This design comes from an exercise in tuning for small area, a short achievable clock period and few clock cycles per item on the open sky130 flow, not from production work.
At most, simulation tests tie the RTL to the original design; equivalence was not proved.
For run 3, only the layout was checked, not whether the RTL still works.

==> design/flow/design.v <==
`timescale 1ns / 1ps
module valid_ready_FF #(
    parameter DATA_WIDTH = 128
)
(
    input clk,
    input reset,
    input                   i_valid,
    output                  i_ready,
    input  [DATA_WIDTH-1:0] i_data,
    output reg                  o_valid,
    input                       o_ready,
    output reg [DATA_WIDTH-1:0] o_data
);
    assign i_ready = o_ready | ~o_valid;
    always @(posedge clk) begin
        if(reset) begin
            o_valid <= 1'b0;
            o_data  <= 'd0;
        end
        else if(i_ready) begin
            o_valid <= i_valid;
            o_data  <= i_data;
        end
    end
endmodule
`timescale 1ns / 1ps
`timescale 1ns / 1ps
module dct_4x4_core (
    input          clk,
    input          reset,
    input          i_valid,
    output         i_ready,
    input  [255:0] i_data,
    output         o_valid,
    input          o_ready,
    output [255:0] o_data
);
    reg  [3:1] v;
    wire en = o_ready | ~v[3];
    assign i_ready = en;
    assign o_valid = v[3];
    always @(posedge clk) begin
        if (reset)
            v <= 3'd0;
        else if (en)
            v <= {v[2:1], i_valid};
    end
    wire signed [8:0] x00 = {1'b0, i_data[240 +: 8]};
    wire signed [8:0] x01 = {1'b0, i_data[224 +: 8]};
    wire signed [8:0] x02 = {1'b0, i_data[208 +: 8]};
    wire signed [8:0] x03 = {1'b0, i_data[192 +: 8]};
    wire signed [8:0] x10 = {1'b0, i_data[176 +: 8]};
    wire signed [8:0] x11 = {1'b0, i_data[160 +: 8]};
    wire signed [8:0] x12 = {1'b0, i_data[144 +: 8]};
    wire signed [8:0] x13 = {1'b0, i_data[128 +: 8]};
    wire signed [8:0] x20 = {1'b0, i_data[112 +: 8]};
    wire signed [8:0] x21 = {1'b0, i_data[96 +: 8]};
    wire signed [8:0] x22 = {1'b0, i_data[80 +: 8]};
    wire signed [8:0] x23 = {1'b0, i_data[64 +: 8]};
    wire signed [8:0] x30 = {1'b0, i_data[48 +: 8]};
    wire signed [8:0] x31 = {1'b0, i_data[32 +: 8]};
    wire signed [8:0] x32 = {1'b0, i_data[16 +: 8]};
    wire signed [8:0] x33 = {1'b0, i_data[0 +: 8]};
    wire signed [9:0] s03_0 = x00 + x30;
    wire signed [9:0] s12_0 = x10 + x20;
    wire signed [8:0] d03_0 = x00 - x30;
    wire signed [8:0] d12_0 = x10 - x20;
    wire signed [9:0] s03_1 = x01 + x31;
    wire signed [9:0] s12_1 = x11 + x21;
    wire signed [8:0] d03_1 = x01 - x31;
    wire signed [8:0] d12_1 = x11 - x21;
    wire signed [9:0] s03_2 = x02 + x32;
    wire signed [9:0] s12_2 = x12 + x22;
    wire signed [8:0] d03_2 = x02 - x32;
    wire signed [8:0] d12_2 = x12 - x22;
    wire signed [9:0] s03_3 = x03 + x33;
    wire signed [9:0] s12_3 = x13 + x23;
    wire signed [8:0] d03_3 = x03 - x33;
    wire signed [8:0] d12_3 = x13 - x23;
    reg [8:0] s03_0_q;
    always @(posedge clk) if (en) s03_0_q <= s03_0[8:0];
    wire signed [9:0] s03_0_r = {1'b0, s03_0_q};
    reg [8:0] s12_0_q;
    always @(posedge clk) if (en) s12_0_q <= s12_0[8:0];
    wire signed [9:0] s12_0_r = {1'b0, s12_0_q};
    reg signed [8:0] d03_0_q;
    always @(posedge clk) if (en) d03_0_q <= d03_0;
    wire signed [8:0] d03_0_r = d03_0_q;
    reg signed [8:0] d12_0_q;
    always @(posedge clk) if (en) d12_0_q <= d12_0;
    wire signed [8:0] d12_0_r = d12_0_q;
    reg [8:0] s03_1_q;
    always @(posedge clk) if (en) s03_1_q <= s03_1[8:0];
    wire signed [9:0] s03_1_r = {1'b0, s03_1_q};
    reg [8:0] s12_1_q;
    always @(posedge clk) if (en) s12_1_q <= s12_1[8:0];
    wire signed [9:0] s12_1_r = {1'b0, s12_1_q};
    reg signed [8:0] d03_1_q;
    always @(posedge clk) if (en) d03_1_q <= d03_1;
    wire signed [8:0] d03_1_r = d03_1_q;
    reg signed [8:0] d12_1_q;
    always @(posedge clk) if (en) d12_1_q <= d12_1;
    wire signed [8:0] d12_1_r = d12_1_q;
    reg [8:0] s03_2_q;
    always @(posedge clk) if (en) s03_2_q <= s03_2[8:0];
    wire signed [9:0] s03_2_r = {1'b0, s03_2_q};
    reg [8:0] s12_2_q;
    always @(posedge clk) if (en) s12_2_q <= s12_2[8:0];
    wire signed [9:0] s12_2_r = {1'b0, s12_2_q};
    reg signed [8:0] d03_2_q;
    always @(posedge clk) if (en) d03_2_q <= d03_2;
    wire signed [8:0] d03_2_r = d03_2_q;
    reg signed [8:0] d12_2_q;
    always @(posedge clk) if (en) d12_2_q <= d12_2;
    wire signed [8:0] d12_2_r = d12_2_q;
    reg [8:0] s03_3_q;
    always @(posedge clk) if (en) s03_3_q <= s03_3[8:0];
    wire signed [9:0] s03_3_r = {1'b0, s03_3_q};
    reg [8:0] s12_3_q;
    always @(posedge clk) if (en) s12_3_q <= s12_3[8:0];
    wire signed [9:0] s12_3_r = {1'b0, s12_3_q};
    reg signed [8:0] d03_3_q;
    always @(posedge clk) if (en) d03_3_q <= d03_3;
    wire signed [8:0] d03_3_r = d03_3_q;
    reg signed [8:0] d12_3_q;
    always @(posedge clk) if (en) d12_3_q <= d12_3;
    wire signed [8:0] d12_3_r = d12_3_q;
    wire signed [10:0] r00 = s03_0_r + s12_0_r;
    wire signed [9:0] r20 = s03_0_r - s12_0_r;
    wire signed [10:0] r10 = (d03_0_r <<< 1) + d12_0_r;
    wire signed [10:0] r30 = d03_0_r - (d12_0_r <<< 1);
    wire signed [10:0] r01 = s03_1_r + s12_1_r;
    wire signed [9:0] r21 = s03_1_r - s12_1_r;
    wire signed [10:0] r11 = (d03_1_r <<< 1) + d12_1_r;
    wire signed [10:0] r31 = d03_1_r - (d12_1_r <<< 1);
    wire signed [10:0] r02 = s03_2_r + s12_2_r;
    wire signed [9:0] r22 = s03_2_r - s12_2_r;
    wire signed [10:0] r12 = (d03_2_r <<< 1) + d12_2_r;
    wire signed [10:0] r32 = d03_2_r - (d12_2_r <<< 1);
    wire signed [10:0] r03 = s03_3_r + s12_3_r;
    wire signed [9:0] r23 = s03_3_r - s12_3_r;
    wire signed [10:0] r13 = (d03_3_r <<< 1) + d12_3_r;
    wire signed [10:0] r33 = d03_3_r - (d12_3_r <<< 1);
    wire signed [11:0] S03_0 = r00 + r03;
    wire signed [11:0] S12_0 = r01 + r02;
    wire signed [10:0] D03_0 = r00 - r03;
    wire signed [10:0] D12_0 = r01 - r02;
    wire signed [11:0] S03_1 = r10 + r13;
    wire signed [11:0] S12_1 = r11 + r12;
    wire signed [11:0] D03_1 = r10 - r13;
    wire signed [11:0] D12_1 = r11 - r12;
    wire signed [10:0] S03_2 = r20 + r23;
    wire signed [10:0] S12_2 = r21 + r22;
    wire signed [10:0] D03_2 = r20 - r23;
    wire signed [10:0] D12_2 = r21 - r22;
    wire signed [11:0] S03_3 = r30 + r33;
    wire signed [11:0] S12_3 = r31 + r32;
    wire signed [11:0] D03_3 = r30 - r33;
    wire signed [11:0] D12_3 = r31 - r32;
    reg [10:0] S03_0_q;
    always @(posedge clk) if (en) S03_0_q <= S03_0[10:0];
    wire signed [11:0] S03_0_r = {1'b0, S03_0_q};
    reg [10:0] S12_0_q;
    always @(posedge clk) if (en) S12_0_q <= S12_0[10:0];
    wire signed [11:0] S12_0_r = {1'b0, S12_0_q};
    reg signed [10:0] D03_0_q;
    always @(posedge clk) if (en) D03_0_q <= D03_0;
    wire signed [10:0] D03_0_r = D03_0_q;
    reg signed [10:0] D12_0_q;
    always @(posedge clk) if (en) D12_0_q <= D12_0;
    wire signed [10:0] D12_0_r = D12_0_q;
    reg signed [11:0] S03_1_q;
    always @(posedge clk) if (en) S03_1_q <= S03_1;
    wire signed [11:0] S03_1_r = S03_1_q;
    reg signed [11:0] S12_1_q;
    always @(posedge clk) if (en) S12_1_q <= S12_1;
    wire signed [11:0] S12_1_r = S12_1_q;
    reg signed [11:0] D03_1_q;
    always @(posedge clk) if (en) D03_1_q <= D03_1;
    wire signed [11:0] D03_1_r = D03_1_q;
    reg signed [11:0] D12_1_q;
    always @(posedge clk) if (en) D12_1_q <= D12_1;
    wire signed [11:0] D12_1_r = D12_1_q;
    reg signed [10:0] S03_2_q;
    always @(posedge clk) if (en) S03_2_q <= S03_2;
    wire signed [10:0] S03_2_r = S03_2_q;
    reg signed [10:0] S12_2_q;
    always @(posedge clk) if (en) S12_2_q <= S12_2;
    wire signed [10:0] S12_2_r = S12_2_q;
    reg signed [10:0] D03_2_q;
    always @(posedge clk) if (en) D03_2_q <= D03_2;
    wire signed [10:0] D03_2_r = D03_2_q;
    reg signed [10:0] D12_2_q;
    always @(posedge clk) if (en) D12_2_q <= D12_2;
    wire signed [10:0] D12_2_r = D12_2_q;
    reg signed [11:0] S03_3_q;
    always @(posedge clk) if (en) S03_3_q <= S03_3;
    wire signed [11:0] S03_3_r = S03_3_q;
    reg signed [11:0] S12_3_q;
    always @(posedge clk) if (en) S12_3_q <= S12_3;
    wire signed [11:0] S12_3_r = S12_3_q;
    reg signed [11:0] D03_3_q;
    always @(posedge clk) if (en) D03_3_q <= D03_3;
    wire signed [11:0] D03_3_r = D03_3_q;
    reg signed [11:0] D12_3_q;
    always @(posedge clk) if (en) D12_3_q <= D12_3;
    wire signed [11:0] D12_3_r = D12_3_q;
    wire signed [12:0] z00 = S03_0_r + S12_0_r;
    wire signed [11:0] z02 = S03_0_r - S12_0_r;
    wire signed [12:0] z01 = (D03_0_r <<< 1) + D12_0_r;
    wire signed [12:0] z03 = D03_0_r - (D12_0_r <<< 1);
    wire signed [12:0] z10 = S03_1_r + S12_1_r;
    wire signed [12:0] z12 = S03_1_r - S12_1_r;
    wire signed [13:0] z11 = (D03_1_r <<< 1) + D12_1_r;
    wire signed [13:0] z13 = D03_1_r - (D12_1_r <<< 1);
    wire signed [11:0] z20 = S03_2_r + S12_2_r;
    wire signed [11:0] z22 = S03_2_r - S12_2_r;
    wire signed [12:0] z21 = (D03_2_r <<< 1) + D12_2_r;
    wire signed [12:0] z23 = D03_2_r - (D12_2_r <<< 1);
    wire signed [12:0] z30 = S03_3_r + S12_3_r;
    wire signed [12:0] z32 = S03_3_r - S12_3_r;
    wire signed [13:0] z31 = (D03_3_r <<< 1) + D12_3_r;
    wire signed [13:0] z33 = D03_3_r - (D12_3_r <<< 1);
    wire signed [15:0] y00 = z00 <<< 2;
    wire signed [15:0] y01_t = (z01 <<< 2) + z01;
    wire signed [14:0] y01 = y01_t >>> 1;
    wire signed [14:0] y02 = z02 <<< 2;
    wire signed [15:0] y03_t = (z03 <<< 2) + z03;
    wire signed [14:0] y03 = y03_t >>> 1;
    wire signed [15:0] y10_t = (z10 <<< 2) + z10;
    wire signed [14:0] y10 = y10_t >>> 1;
    wire signed [15:0] y11_t = (z11 <<< 1) + z11;
    wire signed [14:0] y11 = y11_t >>> 1;
    wire signed [15:0] y12_t = (z12 <<< 2) + z12;
    wire signed [14:0] y12 = y12_t >>> 1;
    wire signed [15:0] y13_t = (z13 <<< 1) + z13;
    wire signed [14:0] y13 = y13_t >>> 1;
    wire signed [14:0] y20 = z20 <<< 2;
    wire signed [15:0] y21_t = (z21 <<< 2) + z21;
    wire signed [14:0] y21 = y21_t >>> 1;
    wire signed [14:0] y22 = z22 <<< 2;
    wire signed [15:0] y23_t = (z23 <<< 2) + z23;
    wire signed [14:0] y23 = y23_t >>> 1;
    wire signed [15:0] y30_t = (z30 <<< 2) + z30;
    wire signed [14:0] y30 = y30_t >>> 1;
    wire signed [15:0] y31_t = (z31 <<< 1) + z31;
    wire signed [14:0] y31 = y31_t >>> 1;
    wire signed [15:0] y32_t = (z32 <<< 2) + z32;
    wire signed [14:0] y32 = y32_t >>> 1;
    wire signed [15:0] y33_t = (z33 <<< 1) + z33;
    wire signed [14:0] y33 = y33_t >>> 1;
    reg [13:0] y00_q;
    always @(posedge clk) if (en) y00_q <= y00[13:0];
    wire signed [14:0] y00_r = {1'b0, y00_q};
    reg signed [13:0] y01_q;
    always @(posedge clk) if (en) y01_q <= y01;
    wire signed [13:0] y01_r = y01_q;
    reg signed [13:0] y02_q;
    always @(posedge clk) if (en) y02_q <= y02;
    wire signed [13:0] y02_r = y02_q;
    reg signed [13:0] y03_q;
    always @(posedge clk) if (en) y03_q <= y03;
    wire signed [13:0] y03_r = y03_q;
    reg signed [13:0] y10_q;
    always @(posedge clk) if (en) y10_q <= y10;
    wire signed [13:0] y10_r = y10_q;
    reg signed [13:0] y11_q;
    always @(posedge clk) if (en) y11_q <= y11;
    wire signed [13:0] y11_r = y11_q;
    reg signed [13:0] y12_q;
    always @(posedge clk) if (en) y12_q <= y12;
    wire signed [13:0] y12_r = y12_q;
    reg signed [13:0] y13_q;
    always @(posedge clk) if (en) y13_q <= y13;
    wire signed [13:0] y13_r = y13_q;
    reg signed [13:0] y20_q;
    always @(posedge clk) if (en) y20_q <= y20;
    wire signed [13:0] y20_r = y20_q;
    reg signed [13:0] y21_q;
    always @(posedge clk) if (en) y21_q <= y21;
    wire signed [13:0] y21_r = y21_q;
    reg signed [13:0] y22_q;
    always @(posedge clk) if (en) y22_q <= y22;
    wire signed [13:0] y22_r = y22_q;
    reg signed [13:0] y23_q;
    always @(posedge clk) if (en) y23_q <= y23;
    wire signed [13:0] y23_r = y23_q;
    reg signed [13:0] y30_q;
    always @(posedge clk) if (en) y30_q <= y30;
    wire signed [13:0] y30_r = y30_q;
    reg signed [13:0] y31_q;
    always @(posedge clk) if (en) y31_q <= y31;
    wire signed [13:0] y31_r = y31_q;
    reg signed [13:0] y32_q;
    always @(posedge clk) if (en) y32_q <= y32;
    wire signed [13:0] y32_r = y32_q;
    reg signed [13:0] y33_q;
    always @(posedge clk) if (en) y33_q <= y33;
    wire signed [13:0] y33_r = y33_q;
    assign o_data[240 +: 16] = y00_r;
    assign o_data[224 +: 16] = y01_r;
    assign o_data[208 +: 16] = y02_r;
    assign o_data[192 +: 16] = y03_r;
    assign o_data[176 +: 16] = y10_r;
    assign o_data[160 +: 16] = y11_r;
    assign o_data[144 +: 16] = y12_r;
    assign o_data[128 +: 16] = y13_r;
    assign o_data[112 +: 16] = y20_r;
    assign o_data[96 +: 16] = y21_r;
    assign o_data[80 +: 16] = y22_r;
    assign o_data[64 +: 16] = y23_r;
    assign o_data[48 +: 16] = y30_r;
    assign o_data[32 +: 16] = y31_r;
    assign o_data[16 +: 16] = y32_r;
    assign o_data[0 +: 16] = y33_r;
endmodule
==> design/flow/flow/run.sh <==
#!/bin/bash
# Layout flow: the standard ORFS flow (standard.sh), with two synthesis
# changes so that ABC maps the whole datapath for a delay target:
#  - Yosys's full/half-adder extraction is skipped (ADDER_MAP_FILE empty);
#  - ABC runs flow/abc_speed.script (delay-targeted map) in place of ORFS's
#    abc_speed.script, through a copy of ORFS's scripts folder that differs
#    only in that file.
# Synthesis is otherwise synth_recipe.tcl unchanged (same registers and names);
# floorplan to final layout is standard.sh unchanged.
set -euo pipefail
S="$PWD/scripts_abc"
rm -rf "$S"
cp -r "$FLOW_HOME/scripts" "$S"
cp flow/abc_speed.script "$S/abc_speed.script"
bash standard.sh SCRIPTS_DIR="$S" ADDER_MAP_FILE= synth > synth.log 2>&1
bash standard.sh > layout.log 2>&1
==> design/flow/flow/abc_speed.script <==
strash
dch
map -D 1750
topo
buffer -c
upsize -c -D 1750
dnsize -c -D 1750
==> design/flow/standard.sh <==
#!/bin/bash
# synth_recipe.tcl (not shown) runs the flow's synth.tcl, then flattens the netlist and writes it again
# the make line also repeats each setting of config.mk as NAME=value (left out here)
make -C /OpenROAD-flow-scripts/flow DESIGN_CONFIG=/design/flow/config.mk WORK_HOME=/design/flow/orfs CLKGATE_MAP_FILE= SYNTH_SCRIPT=/design/flow/synth_recipe.tcl "${@:-finish}"
==> design/flow/config.mk <==
export PLATFORM = sky130hd
export DESIGN_NAME = dct_4x4_core
export DESIGN_NICKNAME = dct_4x4_core
export VERILOG_FILES = /design/flow/design.v
export SDC_FILE = /design/flow/constraint.sdc
export NUM_CORES = 4
export LEC_CHECK = 0
export CAP_MARGIN = 20
export CORE_MARGIN = 2
export CORE_UTILIZATION = 55
export PLACE_DENSITY = 0.7
export SETUP_SLACK_MARGIN = 1.9
export SLEW_MARGIN = 20
==> design/flow/constraint.sdc <==
create_clock -name core_clock -period 5.0 [get_ports {clk}]
set_input_delay 1.0000 -clock core_clock [delete_from_list [all_inputs] [get_ports {clk}]]
set_output_delay 1.0000 -clock core_clock [all_outputs]
set_load 0.01 [all_outputs]
==> impl_metrics.json, run 1 <==
{
  "status": "timing/DRC/antenna clean",
  "setup_viol": 0,
  "crit_path_start": "o_ready",
  "nets": 6888,
  "yosysMostFrequentCell": "nand2_1",
  "r2r_slack_ns": 1.96,
  "io_pins": 518,
  "finalNonFillerCells": 7733,
  "core-area_um2": 79130,
  "dp.cells": 7539,
  "cts_tree": "done",
  "rows": 103,
  "dp_slack_ns": 1.363,
  "grt.overflow.total": 0,
  "yosysWarnings": 1,
  "dp_hpwl_um": 96010,
  "crit_end": "i_ready",
  "synth_area_leaders": "edfxtp_1 (36%), nand2_1 (13%), nor2_1 (9.2%)",
  "gp_congestion": 0.9732,
  "r2r-start": "s12_3_q[0]",
  "min_path_type": "register to register",
  "die_h_um": 286.8,
  "cts_hold_buf": 0,
  "io_buffers": 379,
  "relSlewSlack": 0.4594,
  "maxSlewViolCount": 0,
  "clock_skew_ns": 0.04158,
  "cts_made_buffers": 61,
  "drc": 0,
  "clockBufferDepth": 3,
  "worstSetupStartpointType": "input port",
  "setup_tns_ns": 0,
  "syn_area_um2": 43980,
  "grt_usage": 0.2796,
  "rsz0062_at_grt": "true",
  "whs_ns": 0.4675,
  "yosysUniqueCellTypes": 97,
  "max_freq_mhz": 326.4,
  "path_class": "input port to output pin",
  "async_flop_share": 0,
  "worst_slack_ns": 1.937,
  "vias": 40280,
  "arrival_ns": 2.06,
  "end_kind": "output pin",
  "synth-seq-cells": 529,
  "worst_pin_slew_ns": 0.8109,
  "maxCapViolCount": 0,
  "seq_area_frac_synth": 0.3605,
  "die_x_um": 286.8,
  "drt_wl_total_um": 119300,
  "syn_to_final_growth_pct": 19.94,
  "drive_gt1_frac": 0.1193,
  "die_area_um2": 82230,
  "period_minus_slack_ns": 3.063,
  "synth-edff-count": 526,
  "grt_pass1_vias": 36090,
  "yosysTopAreaCell": "edfxtp_1",
  "cp.required_ns": 4.00,
  "start_util": 0.5558,
  "syn-instance-count": 6148,
  "dr.pass1.iters": 6,
  "wl_per_cell_um": 15.43,
  "clock_sinks": 529,
  "insertion_delay_ns": 0.68,
  "clk_pin_slew_ns": 0.06,
  "ys.flop_type": "edfxtp_1",
  "grt_max_degree": 133,
  "cts_root_buf": "clkbuf_16",
  "synth.avg_cell_area_um2": 7.153,
  "synth_top_area_frac": 0.3592,
  "rr_worst_depth": 16,
  "path_max_fanout": 4,
  "synth_commonest_cells": "nand2_1 (1564), nor2_1 (1083), inv_1 (902)",
  "min_period_over_period": 0.6127,
  "grt_pass1_wl_um": 183700,
  "vias_per_cell": 5.209,
  "cts_htree_levels": 2,
  "drt-initial-drc-count": 2892,
  "hold_viol": 0,
  "antenna_found_initial": 19,
  "r2r-end": "D03_3_q[6]",
  "drtAntennaViolNets": 0
}
-- layout make-up --
| type | instances | area (um2) |
|---|---|---|
| antenna | 4 | 10.01 |
| clock buffer | 65 | 1541 |
| clock inverter | 49 | 476.7 |
| fill | 6983 | 26390 |
| inverter | 931 | 3501 |
| multi-input combinational | 4643 | 25570 |
| sequential | 529 | 15860 |
| tap | 1050 | 1314 |
| timing repair buffer | 462 | 4476 |
-- stage by stage --
step                      area [um2]  utilization
after global placement         48850       0.6174
after floorplan                44020            -
final                          52740       0.6666
after global routing           52740       0.6665
after detailed placement       48850       0.6174
after CTS                      50950       0.6439
-- worst min path at each step --
stage	startpoint	to	slack, ns	cells past startpoint
4_1_cts	v[1]	v[1]	0.47	2
2_1_floorplan	v[2]	v[3]	0.43	2
5_1_grt	v[1]	v[1]	0.49	2
3_3_place_gp	v[2]	v[2]	0.45	2
6_report	v[1]	v[1]	0.47	2
3_5_place_dp	v[1]	v[1]	0.46	2
-- routing by layer --
metal | track usage | vias to the layer above | wire length (um)
li1 | - | 20640 | -
met1 | 0.4032 | 18400 | 55340
met2 | 0.4461 | 1070 | 53100
met3 | 0.03998 | 147 | 8399
met4 | 0.06159 | 20 | 2390
met5 | 0 | - | 106
-- critical path: stages --
cell and delay (ns):
clkdlybuf4s50_1 0.44, nor2_4 0.21, clkinvlp_4 0.23, clkbuf_2 0.18
-- state kept, by name, indices dropped and copies added, names as in the netlist, 12 cells and up --
name	cells
y10_q	14
y31_q	14
y32_q	14
y33_q	14
y30_q	14
y23_q	14
y22_q	12
y02_q	12
y01_q	14
y13_q	14
S03_3_q	12
y12_q	14
y11_q	14
S03_1_q	12
S12_3_q	12
y03_q	14
y21_q	14
S12_1_q	12
-- logic make-up (layout without fill, tap and decap cells) --
group,after synthesis,after routing,share of synthesized area
AOI/OAI and AO/OA,944,944,0.1438
xor gates and xnor gates,549,549,0.1110
adders and majority gates,14,14,0.003244
buffers and inverters,985,1507,0.08817
DFF,529,529,0.3605
other,1,14,0.00008527
and+or+nand+nor,3126,3126,0.2931
-- timing repair --
| item | in CTS | in global routing |
|---|---|---|
| resized for setup | 15 | 308 |
| pin swaps | 1 | 60 |
| hold endpoints to repair | 0 | 0 |
| setup buffers | 3 | 73 |
| setup endpoints to repair | 12 | 110 |
-- cells in the final DEF (no fill, tap or decap), types with 20 or more instances in the layout --
cell | synthesis | routed
o21a_1 | 23 | 23
xor2_2 | 8 | 29
o21ai_2 | 44 | 67
and2_1 | 42 | 38
nand4_1 | 23 | 23
clkbuf_16 | 0 | 61
inv_1 | 902 | 896
nand3_1 | 156 | 152
a21oi_2 | 38 | 53
nor3_1 | 25 | 20
o21ai_1 | 76 | 77
inv_2 | 27 | 32
edfxtp_1 | 526 | 526
a21oi_1 | 269 | 243
o21bai_1 | 38 | 35
clkdlybuf4s50_1 | 0 | 378
nand2_2 | 47 | 84
nor2_2 | 40 | 86
a31oi_1 | 57 | 42
nor2_4 | 15 | 28
nand2_1 | 1564 | 1518
or2_2 | 49 | 48
xor2_1 | 402 | 378
o211ai_1 | 31 | 31
or2_1 | 30 | 30
buf_4 | 45 | 76
o21ai_0 | 204 | 177
xnor2_1 | 137 | 134
nor2_1 | 1083 | 1024
Testbench counts, summed over its fixed seeds: cycles 2,072, items 2,048.
==> run 2, diff against run 1 <==
--- a/design/flow/config.mk
+++ b/design/flow/config.mk
@@ -8,6 +8,7 @@
 export CAP_MARGIN = 20
 export CORE_MARGIN = 2
 export CORE_UTILIZATION = 55
+export CTS_BUF_LIST = sky130_fd_sc_hd__clkbuf_4 sky130_fd_sc_hd__clkbuf_8
 export PLACE_DENSITY = 0.7
 export SETUP_SLACK_MARGIN = 1.9
 export SLEW_MARGIN = 20
==> run 2 against run 1 <==
  * Die area is the same
  * Maximum frequency shrank 0.24%
  * Register-to-register slack about the same
  * First-iteration DRC count decreased by 3.4%
  * Still clean
  * Critical endpoint unchanged
  * Sequential share of layout area increased by 0.11 points
  * Synthesized area did not move
==> impl_metrics.json, run 2 <==
{
  "core-area_um2": 79130,
  "arrival_ns": 2.07,
  "cts_hold_buf": 0,
  "min_period_over_period": 0.6142,
  "die_h_um": 286.8,
  "worstSetupStartpointType": "input port",
  "synth_commonest_cells": "nand2_1 (1564), nor2_1 (1083), inv_1 (902)",
  "rows": 103,
  "vias_per_cell": 5.175,
  "insertion_delay_ns": 0.72,
  "end_kind": "output pin",
  "dp_hpwl_um": 96010,
  "antenna_found_initial": 25,
  "gp_congestion": 0.9732,
  "min_path_type": "register to register",
  "worst_pin_slew_ns": 0.7990,
  "io_pins": 518,
  "die_x_um": 286.8,
  "syn_area_um2": 43980,
  "yosysMostFrequentCell": "nand2_1",
  "async_flop_share": 0,
  "synth.mux.area_fraction": 0,
  "yosys.area_share.simple": 0.2931,
  "final_common_cell": "nand2_1",
  "crit_slowest_cell": "clkdlybuf4s50_1",
  "period_minus_slack_ns": 3.071,
  "die_area_um2": 82230,
  "path_max_fanout": 4,
  "seq_area_frac_synth": 0.3605,
  "synth_top_area_frac": 0.3592,
  "cp.required_ns": 4.00,
  "grt_pass1_vias": 36260,
  "r2r_slack_ns": 1.95,
  "clk_pin_slew_ns": 0.06,
  "status": "timing/DRC/antenna clean",
  "dpl-instance-area_um2": 48850,
  "maxCapViolCount": 0,
  "clock_sinks": 529,
  "fillers": 7046,
  "critPathMaxStageDelay_ns": 0.44,
  "drive_gt1_frac": 0.1233,
  "ys.flop_type": "edfxtp_1",
  "wl_per_cell_um": 15.32,
  "synth-edff-count": 526,
  "rsz0062_at_grt": "true",
  "io_buffers": 379,
  "worst_slack_ns": 1.929,
  "maxSlewViolCount": 0,
  "yosysTopAreaCell": "edfxtp_1",
  "hold_viol": 0,
  "path_cells": "clkdlybuf4s50_1 -> nor2_4 -> clkinvlp_4 -> clkbuf_2",
  "path_class": "input port to output pin",
  "drt-initial-drc-count": 2794,
  "synth_compound_area_frac": 0.1438,
  "syn-instance-count": 6148,
  "vias": 40270,
  "synth-seq-cells": 529,
  "final_area_um2": 52560,
  "drc": 0,
  "final_cell_mix": "nand2_1 (1521), nor2_1 (1032), inv_1 (894)",
  "relSlewSlack": 0.4673,
  "synth_area_leaders": "edfxtp_1 (36%), nand2_1 (13%), nor2_1 (9.2%)",
  "grt_max_degree": 133,
  "syn_to_final_growth_pct": 19.51,
  "drt_wl_total_um": 119200,
  "cts_htree_levels": 3,
  "synth-xor-area-share": 0.1110,
  "dr.pass1.iters": 6,
  "setup_viol": 0,
  "clock_skew_ns": 0.03503,
  "synth.avg_cell_area_um2": 7.153,
  "grt_pass1_wl_um": 183600,
  "drtAntennaViolNets": 0,
  "cts_root_buf": "clkbuf_8",
  "yosysUniqueCellTypes": 97,
  "grt_usage": 0.2803,
  "cts_tree": "done",
  "dp_slack_ns": 1.363,
  "synth_top_family_by_area": "simple AND/OR/NAND/NOR gates",
  "nets": 6914,
  "start_util": 0.5558,
  "synthAdderAreaFrac": 0.003244,
  "clockBufferDepth": 3,
  "grt.overflow.total": 0,
  "yosysWarnings": 1,
  "cts_made_buffers": 94,
  "max_freq_mhz": 325.6
}
[run 2: cell counts after synthesis]
Identical to the previous run, type by type.
[run 2: worst max-delay path, delay by kind of cell]
family        cells  cell delay (ns)
buf+inv           3             0.85
simple gates      1             0.21
[run 2: logic make-up (layout without fill, tap and decap cells)]
kind of cell	count (synthesis)	after routing
XOR/XNOR	549	549
adder cells (fa/ha/maj)	14	14
buffers and inverters	985	1553
other	1	16
AO/OA/AOI/OAI	944	944
AND/OR/NAND/NOR	3126	3126
flip-flops	529	529
[run 2: path summary, 6_finish.rpt]
kind / start / to / cells after the start
setup / recovery: o_ready / i_ready / 4
hold / removal: v[2] / v[3] / 2
setup reg to reg: s12_0_q[0] / D03_0_q[7] / 17
hold reg to reg: v[2] / v[3] / 2
[run 2: per-layer routing]
layer  GRT usage  share of wire  up-vias
li1            -              -    20710
met1      0.4016           0.47    18350
met2      0.4437           0.44     1023
met3     0.04134          0.069      164
met4     0.07396          0.022       20
met5           0         0.0011        -
[run 2: layout make-up]
type | count | area, um2 | area share
Multi-Input combinational cell | 4643 | 25480 | 0.4847
Timing Repair Buffer | 455 | 4422 | 0.08413
Inverter | 931 | 3501 | 0.06661
Sequential cell | 529 | 15860 | 0.3017
Tap cell | 1050 | 1314 | 0.02500
Antenna cell | 6 | 15.01 | 0.0002857
Clock buffer | 119 | 1481 | 0.02819
Clock inverter | 48 | 491.7 | 0.009356
[run 2: per-stage QoR]
| stage | instances | TNS [ns] | hold slack (ns) | util |
|---|---|---|---|---|
| floorplan | 6157 | -2362.68 | 0.4260 | - |
| global placement | 7539 | 0 | 0.4527 | 0.6174 |
| detailed placement | 7539 | 0 | 0.4563 | 0.6174 |
| CTS | 7710 | 0 | 0.4644 | 0.6433 |
| global route | 7778 | 0 | 0.4940 | 0.6641 |
| finish | 7781 | 0 | 0.4611 | 0.6642 |
[run 2: repair_timing]
item | 4_1_cts | 5_1_grt
pin swaps | 1 | 51
endpoints found under the setup margin | 10 | 100
gates cloned | 0 | 0
buffers inserted | 4 | 65
resized for setup | 12 | 289
==> run 3, diff against run 2 <==
--- a/design/flow/design.v
+++ b/design/flow/design.v
@@ -36,15 +36,15 @@
     input          o_ready,
     output [255:0] o_data
 );
-    reg  [3:1] v;
-    wire en = o_ready | ~v[3];
+    reg  [4:1] v;
+    wire en = o_ready | ~v[4];
     assign i_ready = en;
-    assign o_valid = v[3];
+    assign o_valid = v[4];
     always @(posedge clk) begin
         if (reset)
-            v <= 3'd0;
+            v <= 4'd0;
         else if (en)
-            v <= {v[2:1], i_valid};
+            v <= {v[3:1], i_valid};
     end
     wire signed [8:0] x00 = {1'b0, i_data[240 +: 8]};
     wire signed [8:0] x01 = {1'b0, i_data[224 +: 8]};
@@ -222,33 +222,81 @@
     wire signed [12:0] z32 = S03_3_r - S12_3_r;
     wire signed [13:0] z31 = (D03_3_r <<< 1) + D12_3_r;
     wire signed [13:0] z33 = D03_3_r - (D12_3_r <<< 1);
-    wire signed [15:0] y00 = z00 <<< 2;
-    wire signed [15:0] y01_t = (z01 <<< 2) + z01;
+    reg [11:0] z00_q;
+    always @(posedge clk) if (en) z00_q <= z00[11:0];
+    wire signed [12:0] z00_r = {1'b0, z00_q};
+    reg signed [11:0] z02_q;
+    always @(posedge clk) if (en) z02_q <= z02;
+    wire signed [11:0] z02_r = z02_q;
+    reg signed [12:0] z01_q;
+    always @(posedge clk) if (en) z01_q <= z01;
+    wire signed [12:0] z01_r = z01_q;
+    reg signed [12:0] z03_q;
+    always @(posedge clk) if (en) z03_q <= z03;
+    wire signed [12:0] z03_r = z03_q;
+    reg signed [12:0] z10_q;
+    always @(posedge clk) if (en) z10_q <= z10;
+    wire signed [12:0] z10_r = z10_q;
+    reg signed [12:0] z12_q;
+    always @(posedge clk) if (en) z12_q <= z12;
+    wire signed [12:0] z12_r = z12_q;
+    reg signed [13:0] z11_q;
+    always @(posedge clk) if (en) z11_q <= z11;
+    wire signed [13:0] z11_r = z11_q;
+    reg signed [13:0] z13_q;
+    always @(posedge clk) if (en) z13_q <= z13;
+    wire signed [13:0] z13_r = z13_q;
+    reg signed [11:0] z20_q;
+    always @(posedge clk) if (en) z20_q <= z20;
+    wire signed [11:0] z20_r = z20_q;
+    reg signed [11:0] z22_q;
+    always @(posedge clk) if (en) z22_q <= z22;
+    wire signed [11:0] z22_r = z22_q;
+    reg signed [12:0] z21_q;
+    always @(posedge clk) if (en) z21_q <= z21;
+    wire signed [12:0] z21_r = z21_q;
+    reg signed [12:0] z23_q;
+    always @(posedge clk) if (en) z23_q <= z23;
+    wire signed [12:0] z23_r = z23_q;
+    reg signed [12:0] z30_q;
+    always @(posedge clk) if (en) z30_q <= z30;
+    wire signed [12:0] z30_r = z30_q;
+    reg signed [12:0] z32_q;
+    always @(posedge clk) if (en) z32_q <= z32;
+    wire signed [12:0] z32_r = z32_q;
+    reg signed [13:0] z31_q;
+    always @(posedge clk) if (en) z31_q <= z31;
+    wire signed [13:0] z31_r = z31_q;
+    reg signed [13:0] z33_q;
+    always @(posedge clk) if (en) z33_q <= z33;
+    wire signed [13:0] z33_r = z33_q;
+    wire signed [15:0] y00 = z00_r <<< 2;
+    wire signed [15:0] y01_t = (z01_r <<< 2) + z01_r;
     wire signed [14:0] y01 = y01_t >>> 1;
-    wire signed [14:0] y02 = z02 <<< 2;
-    wire signed [15:0] y03_t = (z03 <<< 2) + z03;
+    wire signed [14:0] y02 = z02_r <<< 2;
+    wire signed [15:0] y03_t = (z03_r <<< 2) + z03_r;
     wire signed [14:0] y03 = y03_t >>> 1;
-    wire signed [15:0] y10_t = (z10 <<< 2) + z10;
+    wire signed [15:0] y10_t = (z10_r <<< 2) + z10_r;
     wire signed [14:0] y10 = y10_t >>> 1;
-    wire signed [15:0] y11_t = (z11 <<< 1) + z11;
+    wire signed [15:0] y11_t = (z11_r <<< 1) + z11_r;
     wire signed [14:0] y11 = y11_t >>> 1;
-    wire signed [15:0] y12_t = (z12 <<< 2) + z12;
+    wire signed [15:0] y12_t = (z12_r <<< 2) + z12_r;
     wire signed [14:0] y12 = y12_t >>> 1;
-    wire signed [15:0] y13_t = (z13 <<< 1) + z13;
+    wire signed [15:0] y13_t = (z13_r <<< 1) + z13_r;
     wire signed [14:0] y13 = y13_t >>> 1;
-    wire signed [14:0] y20 = z20 <<< 2;
-    wire signed [15:0] y21_t = (z21 <<< 2) + z21;
+    wire signed [14:0] y20 = z20_r <<< 2;
+    wire signed [15:0] y21_t = (z21_r <<< 2) + z21_r;
     wire signed [14:0] y21 = y21_t >>> 1;
-    wire signed [14:0] y22 = z22 <<< 2;
-    wire signed [15:0] y23_t = (z23 <<< 2) + z23;
+    wire signed [14:0] y22 = z22_r <<< 2;
+    wire signed [15:0] y23_t = (z23_r <<< 2) + z23_r;
     wire signed [14:0] y23 = y23_t >>> 1;
-    wire signed [15:0] y30_t = (z30 <<< 2) + z30;
+    wire signed [15:0] y30_t = (z30_r <<< 2) + z30_r;
     wire signed [14:0] y30 = y30_t >>> 1;
-    wire signed [15:0] y31_t = (z31 <<< 1) + z31;
+    wire signed [15:0] y31_t = (z31_r <<< 1) + z31_r;
     wire signed [14:0] y31 = y31_t >>> 1;
-    wire signed [15:0] y32_t = (z32 <<< 2) + z32;
+    wire signed [15:0] y32_t = (z32_r <<< 2) + z32_r;
     wire signed [14:0] y32 = y32_t >>> 1;
-    wire signed [15:0] y33_t = (z33 <<< 1) + z33;
+    wire signed [15:0] y33_t = (z33_r <<< 1) + z33_r;
     wire signed [14:0] y33 = y33_t >>> 1;
     reg [13:0] y00_q;
     always @(posedge clk) if (en) y00_q <= y00[13:0];
--- a/design/flow/config.mk
+++ b/design/flow/config.mk
@@ -8,7 +8,6 @@
 export CAP_MARGIN = 20
 export CORE_MARGIN = 2
 export CORE_UTILIZATION = 55
-export CTS_BUF_LIST = sky130_fd_sc_hd__clkbuf_4 sky130_fd_sc_hd__clkbuf_8
 export PLACE_DENSITY = 0.7
-export SETUP_SLACK_MARGIN = 1.9
+export SETUP_SLACK_MARGIN = 2.2
 export SLEW_MARGIN = 20
==> run 3 against run 2 <==
  * Synthesized area rose by 8.3%
  * Wire length rose by 4.8%
  * Global-route usage fell by 1.7 points
  * Critical path depth rose by 10
  * Non-clock buffer count rose by 237
  * Clock-buffer cell count fell by 30
==> impl_metrics.json, run 3 <==
{
  "yosys.area_share.simple": 0.2142,
  "setup_viol": 0,
  "path_class": "register to register",
  "syn_area_um2": 47610,
  "final_area_um2": 61360,
  "synth-xor-area-share": 0.1298,
  "async_flop_share": 0,
  "whs_ns": 0.4078,
  "clockBufferDepth": 3,
  "yosysTopAreaCell": "edfxtp_1",
  "final_cell_mix": "nor2_1 (1186), inv_1 (846), edfxtp_1 (730)",
  "dr.pass1.iters": 6,
  "period_minus_slack_ns": 3.089,
  "insertion_delay_ns": 0.65,
  "synthAdderAreaFrac": 0.001682,
  "yosysUniqueCellTypes": 84,
  "cp.required_ns": 5.39,
  "cts_made_buffers": 79,
  "die_area_um2": 88940,
  "ys.flop_type": "edfxtp_1",
  "final_common_cell": "nor2_1",
  "die_h_um": 298.2,
  "end_kind": "register",
  "clock_sinks": 734,
  "arrival_ns": 3.48,
  "rows": 107,
  "yosysMostFrequentCell": "nor2_1",
  "syn_to_final_growth_pct": 28.87,
  "drive_gt1_frac": 0.2072,
  "drc": 0,
  "core-area_um2": 85410,
  "finalNonFillerCells": 7690,
  "grt.overflow.total": 0,
  "synth_area_leaders": "edfxtp_1 (46%), nor2_1 (10%), xor2_1 (9.4%)",
  "synth-edff-count": 730,
  "synth.avg_cell_area_um2": 8.273,
  "synth-seq-cells": 734,
  "yosysWarnings": 1,
  "max_freq_mhz": 323.8,
  "worstSetupStartpointType": "register",
  "nets": 6741,
  "gp_congestion": 0.9529,
  "hold_viol": 0,
  "synth_compound_area_frac": 0.1098,
  "cts_root_buf": "clkbuf_16",
  "io_buffers": 379,
  "vias_per_cell": 5.146,
  "grt_pass1_vias": 35500,
  "cts_tree": "done",
  "die_x_um": 298.2,
  "relSlewSlack": 0.3091,
  "status": "timing/DRC/antenna clean",
  "io_pins": 518,
  "synth_top_family_by_area": "simple AND/OR/NAND/NOR gates",
  "synth.mux.area_fraction": 0,
  "drtAntennaViolNets": 0,
  "dpl-instance-area_um2": 52640,
  "synth_top_area_frac": 0.4604,
  "cts_htree_levels": 3,
  "antenna_found_initial": 9,
  "clock_skew_ns": 0.02654,
  "clk_pin_slew_ns": 0.06,
  "dp_hpwl_um": 93640,
  "path_max_fanout": 5,
  "seq_area_frac_synth": 0.4621,
  "rsz0062_at_grt": "true",
  "wl_per_cell_um": 16.24,
  "vias": 39580,
  "start_util": 0.5574,
  "drt_wl_total_um": 124900,
  "grt_usage": 0.2633,
  "min_path_type": "register to register",
  "grt_pass1_wl_um": 185000,
  "worst_pin_slew_ns": 1.036,
  "synth_commonest_cells": "nor2_1 (1318), inv_1 (869), nand2_1 (863)",
  "syn-instance-count": 5755,
  "min_period_over_period": 0.6178,
  "grt_max_degree": 178,
  "maxSlewViolCount": 0,
  "drt-initial-drc-count": 2787,
  "maxCapViolCount": 0,
  "dp.cells": 7240
}
## run 3: changes by cell type after synthesis, sizes merged, moves of 21 or more
| cell | change |
|---|---|
| xor2 | +108 |
| o21ai | -68 |
| nand3 | -62 |
| a211oi | +25 |
| nor2 | +219 |
| xnor2 | +41 |
| o211ai | -22 |
| a21oi | -54 |
| edfxtp | +204 |
| nand2 | -707 |
| or2 | -21 |
| and2 | -31 |
| o31ai | +21 |
## run 3: cell type report
cell class	count	area, um2
antenna	5	12.51
clock buffer	89	2014
clock inverter	52	524.3
fill	6517	24060
inverter	942	3568
multi-input combinational	4032	25450
sequential	734	22000
tap	1144	1431
timing repair buffer	692	6354
## run 3: cells by family (layout without fill, tap and decap cells)
group,Yosys count,count (layout)
xor+xnor,698,698
buf+inv,998,1775
compound gates,808,808
flops,734,734
other cells,1,15
fa+ha+maj,8,8
simple gates,2508,2508
## run 3: critical path: stages, from the launching register on
cell and delay [ns]:
edfxtp_1 0.50, nor2_2 0.19, inv_2 0.07, a21oi_2 0.16, inv_2 0.07, a31oi_4 0.22
buf_6 0.14, xor2_4 0.21, nor2_4 0.09, nor2_4 0.24, nand2_2 0.12, o21ai_4 0.21
nand2_2 0.09, a21oi_4 0.16, xor2_2 0.37
## run 3: final timing paths
kind | start | to | slack [ns] | depth (start not counted)
max | d03_0_q[1] | D03_1_q[9] | 1.91 | 14
min reg2reg | z00_q[0] | y00_q[2] | 0.41 | 0
min | z00_q[0] | y00_q[2] | 0.41 | 0
max reg2reg | d03_0_q[1] | D03_1_q[9] | 1.91 | 14
## run 3: what timing repair did
item | in CTS | in global routing
pin swaps | 129 | 239
buffers inserted | 131 | 173
hold buffers | 0 | 0
gates resized for setup | 299 | 598
setup endpoints to repair | 87 | 157
## run 3: metrics by stage
stage                     utilization  setup WS [ns]  TNS (ns)
after floorplan                     -         -7.578  -5555.07
after global placement         0.6163          1.419         0
after detailed placement       0.6163          1.379         0
after CTS                      0.6738          2.082         0
after global routing           0.7183          1.804         0
final                          0.7184          1.911         0
## run 3: routing by layer
| layer | wire, um | GRT usage |
|---|---|---|
| met4 | 2995 | 0.07095 |
| met3 | 7742 | 0.03668 |
| met2 | 59420 | 0.4358 |
| met5 | 24 | 0 |
| met1 | 54730 | 0.3639 |

-- separate check: timing with driven ports --
How much do the figures lean on ideal ports? The routed layouts below were timed once more, with nothing changed but the port constraints.
Step 1: set_driving_cell puts a clkbuf_16 on clk and a buf_2 on each other input, an assumption about the parent block.
Step 2 also shifts input and output timing later by t, the mid clock arrival at the registers, as if the neighbouring blocks saw the same clock.
Slacks: ideal ports / drivers / drivers and shift; pairs: ideal ports / drivers.
run | shift t [ns] | setup slack, ns | worst hold slack (ns) | slew at the worst register clock pin (ns) | pins driven straight from the clock port
run 1 | 0.723 | 1.937 / 1.912 / 1.348 | 0.468 / 0.468 / 0.468 | 0.07 / 0.07 | 1
run 2 | 0.772 | 1.929 / 1.904 / 1.335 | 0.461 / 0.461 / 0.461 | 0.07 / 0.07 | 1
run 3 | 0.703 | 1.911 / 1.911 / 1.455 | 0.408 / 0.408 / 0.408 | 0.07 / 0.07 | 1
After both steps every run listed still meets setup and hold. For run 2, which loses most, drivers alone change the setup slack by -0.025 ns; drivers and shift together by -0.594 ns.
